This is an optimization exercise on Yosys and OpenROAD, whose aim is small area, not a production implementation.
In this exercise RTL edits were held to simulation tests only and were not proved equivalent to the original.
Power and IR drop assume default switching activity.

## build 30
==> flow/design.v (excerpt) <==
module Security_Top (input CLK,						 
							input RST,						 
							output XCLK,					 
							output BCLK,					 
							output DACLRCK,				 
							input Echo_Sig,				 
							output Trigger_Sig,			 
							output [13:0] Distance,		 
							output Sound_Data,			 
							output I2C_Data_Low,			 
							output I2C_Clock_Low);
Size in the first run: ~320 cells after synthesis, roughly 2400 um2 of cells after synthesis.
clock: 30.0 ns
lec_check: 0
cap_margin: 20
core_margin: 2
core_utilization: 40
slew_margin: 20
standard.sh (not shown) runs the stock make flow with config.mk's settings and CLKGATE_MAP_FILE= SYNTH_SCRIPT=/design/flow/synth_recipe.tcl, a recipe that flattens the netlist after the stock synthesis.
==> flow/flow/run.sh <==
#!/bin/bash
# Own layout flow: the standard synthesis, then the combinational logic
# between the registers is mapped again by ABC for area (the registers, their
# names and cell types stay as the standard synthesis made them), then
# the standard layout steps from floorplan to finish.
set -euo pipefail
W=$PWD
R=$W/orfs/results/$FLOW_PLATFORM/Security_Top/base
YOSYS=yosys
if [[ -x $FLOW_HOME/../tools/install/yosys/bin/yosys ]]; then YOSYS=$FLOW_HOME/../tools/install/yosys/bin/yosys; fi
LIB=$FLOW_HOME/platforms/$FLOW_PLATFORM/lib/sky130_fd_sc_hd__tt_025C_1v80.lib

MAKE_VARS=(
  "BUFFER_PORTS_ARGS=-buffer_cell sky130_fd_sc_hd__buf_1"
  "CTS_ARGS=-sink_clustering_enable -repair_clock_nets -dont_use_dummy_load -sink_clustering_size 64 -sink_clustering_max_diameter 1000 -buf_list sky130_fd_sc_hd__clkbuf_8 -root_buf sky130_fd_sc_hd__clkbuf_8"
)

# 1. standard synthesis (netlist only)
bash standard.sh "$R/1_2_yosys.v" > "$W/1_standard_synth.log" 2>&1
cp "$R/1_2_yosys.v" "$W/standard_netlist.v"

# 2. area re-mapping of the combinational logic
sed -e "s|@LIB@|$LIB|g" -e "s|@IN@|$W/standard_netlist.v|g" -e "s|@OUT@|$W/remapped_netlist.v|g" \
    -e "s|@SCRIPT@|$W/flow/area.abc|g" -e "s|@TOP@|$FLOW_TOP|g" "$W/flow/remap.ys" > "$W/remap.ys"
"$YOSYS" -s "$W/remap.ys" > "$W/2_remap.log" 2>&1
cp "$W/remapped_netlist.v" "$R/1_2_yosys.v"
touch "$R/1_2_yosys.v"

# 3. standard layout from the remapped netlist
bash standard.sh "${MAKE_VARS[@]}" finish > "$W/3_layout.log" 2>&1
==> flow/flow/area.abc <==
strash
&get -n
&deepsyn -T 20
&put
dch -f
amap
topo
==> flow/flow/remap.ys <==
# Re-map the combinational cells of the standard netlist for area.
read_liberty -ignore_miss_func @LIB@
read_verilog @IN@
# registers and tie cells stay as they are
blackbox sky130_fd_sc_hd__dfxtp_1 sky130_fd_sc_hd__dfxtp_2 sky130_fd_sc_hd__dfxtp_4 sky130_fd_sc_hd__dfrtp_1 sky130_fd_sc_hd__dfstp_1 sky130_fd_sc_hd__edfxtp_1 sky130_fd_sc_hd__dfxbp_1 sky130_fd_sc_hd__dfrbp_1 sky130_fd_sc_hd__dfsbp_1 sky130_fd_sc_hd__conb_1
hierarchy -top @TOP@
flatten
opt_clean -purge
abc -liberty @LIB@ -script @SCRIPT@ -dont_use sky130_fd_sc_hd__lpflow* -dont_use sky130_fd_sc_hd__probe*
opt_clean -purge
hilomap -singleton -hicell sky130_fd_sc_hd__conb_1 HI -locell sky130_fd_sc_hd__conb_1 LO
splitnets
opt_clean -purge
insbuf -buf sky130_fd_sc_hd__buf_4 A X
opt_clean -purge
stat -liberty @LIB@
select @TOP@
write_verilog -noattr -noexpr -nohex -nodec -selected @OUT@
Build 30: done, clean on timing, DRC and antenna
--- input diff build 30..build 48 ---
-- flow/flow/run.sh --
<<< build 30, line 15
  "CTS_ARGS=-sink_clustering_enable -repair_clock_nets -dont_use_dummy_load -sink_clustering_size 64 -sink_clustering_max_diameter 1000 -buf_list sky130_fd_sc_hd__clkbuf_8 -root_buf sky130_fd_sc_hd__clkbuf_8"
>>> build 48, line 15
  "CTS_ARGS=-sink_clustering_enable -repair_clock_nets -dont_use_dummy_load -sink_clustering_size 64 -sink_clustering_max_diameter 1000 -buf_list sky130_fd_sc_hd__clkbuf_4"
--- outcome ---
Build 48 finished all stages; the layout is clean. | multi-input logic area | build 48 vs build 30 | 2.3% lower |. Critical path required time on build 48 is down relative to build 30. Going from build 30 to build 48, final worst setup slack has decreased; maximum number of pins on one net before global-route repair has decreased; sum of overflow across all layers after global routing has remained practically unchanged; share of the clock period used by the worst path has increased; part of the power in combinational logic has increased. Build 48 vs. build 30: delay of the slowest critical-path stage fell 0.24 ns; worst hold slack rose 0.0080 ns. Going from build 30 to build 48, the fraction of power spent switching nets was found to have gone up by 1.0 points. Core occupancy in the finished layout down 0.74 points in build 48 wrt build 30.
Relative to build 48, the following input files were edited for build 6:
==> flow/run.sh (new file) <==
#!/bin/bash
# synth_recipe.tcl (not shown) runs the flow's synth.tcl, then flattens the netlist and writes it again
# the make line also repeats each setting of config.mk as NAME=value (left out here)
make -C /OpenROAD-flow-scripts/flow DESIGN_CONFIG=/design/flow/config.mk WORK_HOME=/design/flow/orfs CLKGATE_MAP_FILE= SYNTH_SCRIPT=/design/flow/synth_recipe.tcl finish
removed: flow/flow/run.sh
removed: flow/flow/area.abc
removed: flow/flow/remap.ys
removed: flow/standard.sh
### Flow results
- Build 6 gives more height of the die than build 48 did.
- The clock network area share number comes out higher for build 6 vs build 48.
- Against build 48 as the reference, build 6 delivers a higher fill cell instance count of the final layout.
- Final clock period utilization by the worst path ended up 1.3 points higher on build 6 than on build 48.
- The sequential power in build 6 sits about 2% below the value recorded for build 48.
- Est. power | build 6 vs build 48 | build 6 higher
- Build 6: layout overhead on the synthesized area higher than build 48

---

The RTL this note starts from:
==> flow/design.v <==
module BCD (input [3:0] BINARY,
				output reg [6:0] SEGMENTS);
always@(*)
	case(BINARY)
		0:SEGMENTS=7'b1000000;
		1:SEGMENTS=7'b1111001;
		2:SEGMENTS=7'b0100100;
		3:SEGMENTS=7'b0110000;
		4:SEGMENTS=7'b0011001;
		5:SEGMENTS=7'b0010010;
		6:SEGMENTS=7'b0000010;
		7:SEGMENTS=7'b1111000;
		8:SEGMENTS=7'b0000000;
		9:SEGMENTS=7'b0010000;
		default:SEGMENTS=7'bxxxxxxx;
	endcase
endmodule
module Digit_Converter (input Far,						 
								input [3:0] Tens,				 
								input [3:0] Units,			 
								output [13:0] Distance);		 
BCD DUT1(.BINARY(Far ? 4'd9 : Tens),
			.SEGMENTS(Distance[13:7]));
BCD DUT2(.BINARY(Far ? 4'd9 : Units),
			.SEGMENTS(Distance[6:0]));
endmodule
module CLK_Divider (input CLK,				 
						  input RST,				 
						  input Cycle_Odd,		 
						  output T_Tick);			 
reg [2:0] Counter;		 
assign T_Tick = Counter[2] && !Cycle_Odd;
always@(posedge CLK)
	if(!RST)
		Counter <= 0;
	else
		if(Counter[2])
			Counter <= 0;
		else
			Counter <= Counter + 1;
endmodule
module Sensor_Controller (input CLK,							 
								  input EN,								 
								  input RST,							 
								  input Echo,							 
								  output reg Trigger,				 
								  output reg Far,					 
								  output reg [3:0] Tens,			 
								  output reg [3:0] Units);		 
reg [4:0] R;
reg [6:0] Q_Hi;
reg [1:0] H;
reg [3:0] T, U;
wire Q_Inc   = R[4] & R[3];								 
wire U_Nine  = U[3] & U[0];
wire T_Nine  = T[3] & T[0];
wire Q_Wrap  = H[1] & T[2] & T[0] & U[2] & U[0];		 
wire C_Last  = Q_Hi[6] & Q_Hi[1] & Q_Hi[0] & T[3] & U[3] & U[0] & R[2];	 
always@(posedge CLK)
	if(!RST)
		begin
			R <= 0; Q_Hi <= 0; H <= 0; T <= 0; U <= 0;
			Trigger <= 0;
			Far <= 0; Tens <= 0; Units <= 0;
		end
	else if(EN)
		begin
			Trigger <= C_Last;
			if(Echo)
				begin
					Far <= H != 0;
					Tens <= T;
					Units <= U;
				end
			if(C_Last)
				begin
					R <= 0; Q_Hi <= 0; H <= 0; T <= 0; U <= 0;
				end
			else
				begin
					R <= Q_Inc ? {2'b00, R[2:0]} : R + 5'd5;
					if(Q_Inc)
						begin
							if(Q_Wrap)
								begin
									H <= 0; T <= 0; U <= 0;
									Q_Hi <= Q_Hi + 1;
								end
							else if(U_Nine)
								begin
									U <= 0;
									if(T_Nine)
										begin
											T <= 0;
											H <= H + 1;
										end
									else
										T <= T + 1;
								end
							else
								U <= U + 1;
						end
				end
		end
endmodule
module Sound_Generator (input CLK,					 
								input RST,					 
								input Far,					 
								output Sound_Data,		 
								output XCLK,				 
								output BCLK,				 
								output DACLRCK,			 
								output Cycle_Odd);		 
reg [12:0] Counter;
always@(posedge CLK)
	if(!RST)
		Counter <= 0;
	else
		Counter <= Counter + 1;
assign Sound_Data = Far ? 1'b0 : Counter[12];
assign XCLK = Counter[1];
assign BCLK = Counter[3];
assign DACLRCK = Counter[8];
assign Cycle_Odd = Counter[0];
endmodule
module CodecConfigurator
(
	input CLK,
	input RST,				 
	input inTick,
	output sdaLow,
	output sclLow
);
	reg [6:0] pos;			 
	reg [2:0] write;		 
	wire [4:0] slot = pos[6:2];
	wire [1:0] phase = pos[1:0];
	wire gapEnd = slot[4] & slot[3] & slot[2] & phase[0];		 
	wire bytesEnd = (pos == 7'd107);
	wire done = write[2] & write[1] & gapEnd;
	always @(posedge CLK)
		if (!RST)
		begin
			pos <= 7'd110;
			write <= 3'd0;
		end
		else if (inTick && !done)
		begin
			pos <= gapEnd ? 7'd0 : pos + 1'b1;
			if (bytesEnd) write <= write + 1'b1;
		end
	reg [26:0] lowBits;
	always @*
		case (write)
			3'd0: lowBits = 27'b011011111011101111001010011;
			3'd1: lowBits = 27'b010111101010001111001010011;
			3'd2: lowBits = 27'b001111111010110111001010011;
			3'd3: lowBits = 27'b001100011011001111001010011;
			3'd4: lowBits = 27'b000010111011111111001010011;
			3'd5: lowBits = 27'b000010111010111111001010011;
			default: lowBits = 27'bx;
		endcase
	wire inGap = slot[4] & slot[3] & (slot[2] | (slot[1] & slot[0]));	 
	assign sdaLow = inGap ? (~slot[0] | ~phase[1]) : lowBits[slot];
	assign sclLow = inGap ? ((slot[0] ^ phase[0]) & ~phase[1]) : ~(phase[0] ^ phase[1]);
endmodule
module Security_Top (input CLK,						 
							input RST,						 
							output XCLK,					 
							output BCLK,					 
							output DACLRCK,				 
							input Echo_Sig,				 
							output Trigger_Sig,			 
							output [13:0] Distance,		 
							output Sound_Data,			 
							output I2C_Data_Low,			 
							output I2C_Clock_Low);		 
wire T_Tick;					 
wire Cycle_Odd;				 
wire Far;						 
wire [3:0] Tens, Units;		 
Sound_Generator DUT5(.CLK(CLK),
							.RST(RST),
							.Far(Far),
							.Sound_Data(Sound_Data),
							.XCLK(XCLK),
							.BCLK(BCLK),
							.DACLRCK(DACLRCK),
							.Cycle_Odd(Cycle_Odd));
CLK_Divider DUT1(.CLK(CLK),
					  .RST(RST),
					  .Cycle_Odd(Cycle_Odd),
					  .T_Tick(T_Tick));
Sensor_Controller DUT2(.CLK(CLK),
							  .EN(T_Tick),
							  .RST(RST),
							  .Trigger(Trigger_Sig),
							  .Echo(Echo_Sig),
							  .Far(Far),
							  .Tens(Tens),
							  .Units(Units));
Digit_Converter DUT3(.Far(Far),
							.Tens(Tens),
							.Units(Units),
							.Distance(Distance));
CodecConfigurator DUT6(.CLK(CLK),
							  .RST(RST),
							  .inTick(T_Tick & ~Far),
							  .sdaLow(I2C_Data_Low),
							  .sclLow(I2C_Clock_Low));
endmodule
export LEC_CHECK = 0
export ABC_AREA = 1
export CAP_MARGIN = 20
export CORE_MARGIN = 2
export CORE_UTILIZATION = 40
export CTS_BUF_LIST = sky130_fd_sc_hd__clkbuf_8
export CTS_CLUSTER_DIAMETER = 500
export CTS_CLUSTER_SIZE = 60
export SLEW_MARGIN = 20
create_clock -name core_clock -period 30.0 [get_ports {CLK}]
run.sh (not shown) runs the stock make flow with config.mk's settings and CLKGATE_MAP_FILE= SYNTH_SCRIPT=/design/flow/synth_recipe.tcl, a recipe that flattens the netlist after the stock synthesis.
Stock flow here: none of the scripts above is used.
Edit:
Settings changed: CTS_BUF_LIST sky130_fd_sc_hd__clkbuf_8 to sky130_fd_sc_hd__clkbuf_4.
=>
- The new run passed the timing, DRC and antenna checks
- register-to-register slack barely changes
- global-route usage shrinks by 0.11 points
- worst setup slack degrades by 0.069 ns
- core utilization shrinks by 1.0 points
- die area stays the same
- final cell count does not change
Edit:
==> flow/flow/run.sh (new file) <==
#!/bin/bash
# Own layout flow: the standard synthesis, then the combinational logic
# between the registers is mapped again by ABC for area (the registers, their
# names and cell types stay as the standard synthesis made them), then
# the standard layout steps from floorplan to finish.
set -euo pipefail
W=$PWD
R=$W/orfs/results/$FLOW_PLATFORM/Security_Top/base
YOSYS=yosys
if [[ -x $FLOW_HOME/../tools/install/yosys/bin/yosys ]]; then YOSYS=$FLOW_HOME/../tools/install/yosys/bin/yosys; fi
LIB=$FLOW_HOME/platforms/$FLOW_PLATFORM/lib/sky130_fd_sc_hd__tt_025C_1v80.lib

MAKE_VARS=(
  "BUFFER_PORTS_ARGS=-buffer_cell sky130_fd_sc_hd__buf_1"
  "CTS_ARGS=-sink_clustering_enable -repair_clock_nets -dont_use_dummy_load -buf_list sky130_fd_sc_hd__clkbuf_4"
)

# 1. standard synthesis (netlist only)
bash standard.sh "$R/1_2_yosys.v" > "$W/1_standard_synth.log" 2>&1
cp "$R/1_2_yosys.v" "$W/standard_netlist.v"

# 2. area re-mapping of the combinational logic
sed -e "s|@LIB@|$LIB|g" -e "s|@IN@|$W/standard_netlist.v|g" -e "s|@OUT@|$W/remapped_netlist.v|g" \
    -e "s|@SCRIPT@|$W/flow/area.abc|g" -e "s|@TOP@|$FLOW_TOP|g" "$W/flow/remap.ys" > "$W/remap.ys"
"$YOSYS" -s "$W/remap.ys" > "$W/2_remap.log" 2>&1
cp "$W/remapped_netlist.v" "$R/1_2_yosys.v"
touch "$R/1_2_yosys.v"

# 3. standard layout from the remapped netlist
bash standard.sh "${MAKE_VARS[@]}" finish > "$W/3_layout.log" 2>&1
==> flow/flow/area.abc (new file) <==
strash
&get -n
&deepsyn -T 20
&put
dch -f
map -a
topo
==> flow/flow/remap.ys (new file) <==
# Re-map the combinational cells of the standard netlist for area.
read_liberty -ignore_miss_func @LIB@
read_verilog @IN@
# registers and tie cells stay as they are
blackbox sky130_fd_sc_hd__dfxtp_1 sky130_fd_sc_hd__dfxtp_2 sky130_fd_sc_hd__dfxtp_4 sky130_fd_sc_hd__dfrtp_1 sky130_fd_sc_hd__dfstp_1 sky130_fd_sc_hd__edfxtp_1 sky130_fd_sc_hd__dfxbp_1 sky130_fd_sc_hd__dfrbp_1 sky130_fd_sc_hd__dfsbp_1 sky130_fd_sc_hd__conb_1
hierarchy -top @TOP@
flatten
opt_clean -purge
abc -liberty @LIB@ -script @SCRIPT@ -dont_use sky130_fd_sc_hd__lpflow* -dont_use sky130_fd_sc_hd__probe*
opt_clean -purge
hilomap -singleton -hicell sky130_fd_sc_hd__conb_1 HI -locell sky130_fd_sc_hd__conb_1 LO
splitnets
opt_clean -purge
insbuf -buf sky130_fd_sc_hd__buf_4 A X
opt_clean -purge
stat -liberty @LIB@
select @TOP@
write_verilog -noattr -noexpr -nohex -nodec -selected @OUT@
==> flow/standard.sh (new file) <==
#!/bin/bash
# synth_recipe.tcl (not shown) runs the flow's synth.tcl, then flattens the netlist and writes it again
# the make line also repeats each setting of config.mk as NAME=value (left out here)
make -C /OpenROAD-flow-scripts/flow DESIGN_CONFIG=/design/flow/config.mk WORK_HOME=/design/flow/orfs CLKGATE_MAP_FILE= SYNTH_SCRIPT=/design/flow/synth_recipe.tcl "${@:-finish}"
Settings changed: ABC_AREA 1 to unset, CTS_BUF_LIST sky130_fd_sc_hd__clkbuf_4 to unset, CTS_CLUSTER_DIAMETER 500 to unset, CTS_CLUSTER_SIZE 60 to unset.
removed: flow/run.sh
What happened:
- routed wire length drops by a quarter to a third
- total power falls by roughly a tenth
- global-route usage is lower by 0.31 points
- core utilization fell by 0.50 points
- final cell count went down by a quarter to a third
- worst setup slack gains 0.35 ns
- final area shrinks by a quarter to a third
- register-to-register slack got worse by 1.2 ns

[what the ideal ports hide]
No port has a modelled driver above. Below, the same layouts with a new extraction and two added sets of constraints.
Step 1 (the two cells are an assumption about what drives the block):
set clk [get_ports {CLK}]
set_driving_cell -lib_cell sky130_fd_sc_hd__clkbuf_16 $clk
set_driving_cell -lib_cell sky130_fd_sc_hd__buf_2 [delete_from_list [all_inputs] $clk]
Step 2 adds t to the input delays and takes it off the output delays; t is the mean of the earliest and latest rising clock arrival at the registers after step 1. Input paths then give back, and output paths get back, about the clock's delay inside the block.
Slacks: ideal / step 1 / step 2; pairs: ideal / step 1.
run | t, ns | setup WS [ns] | cell pins on the clock port's net
build 30 | 0.352 | 21.759 / 21.764 / 21.412 | 1
build 48 | 0.405 | 21.502 / 21.475 / 21.880 | 1
build 6 | 0.365 | 21.100 / 21.071 / 21.436 | 1
the first run of note 2 | 0.363 | 21.638 / 21.608 / 21.971 | 1
the second run of note 2 | 0.412 | 21.569 / 21.542 / 21.954 | 1
the third run of note 2 | 0.412 | 21.920 / 21.895 / 22.287 | 1
After both steps setup and hold are still met in every run listed. The setup slack of build 30, which loses most, moves by +0.005 ns with the drivers and by -0.347 ns with both steps.
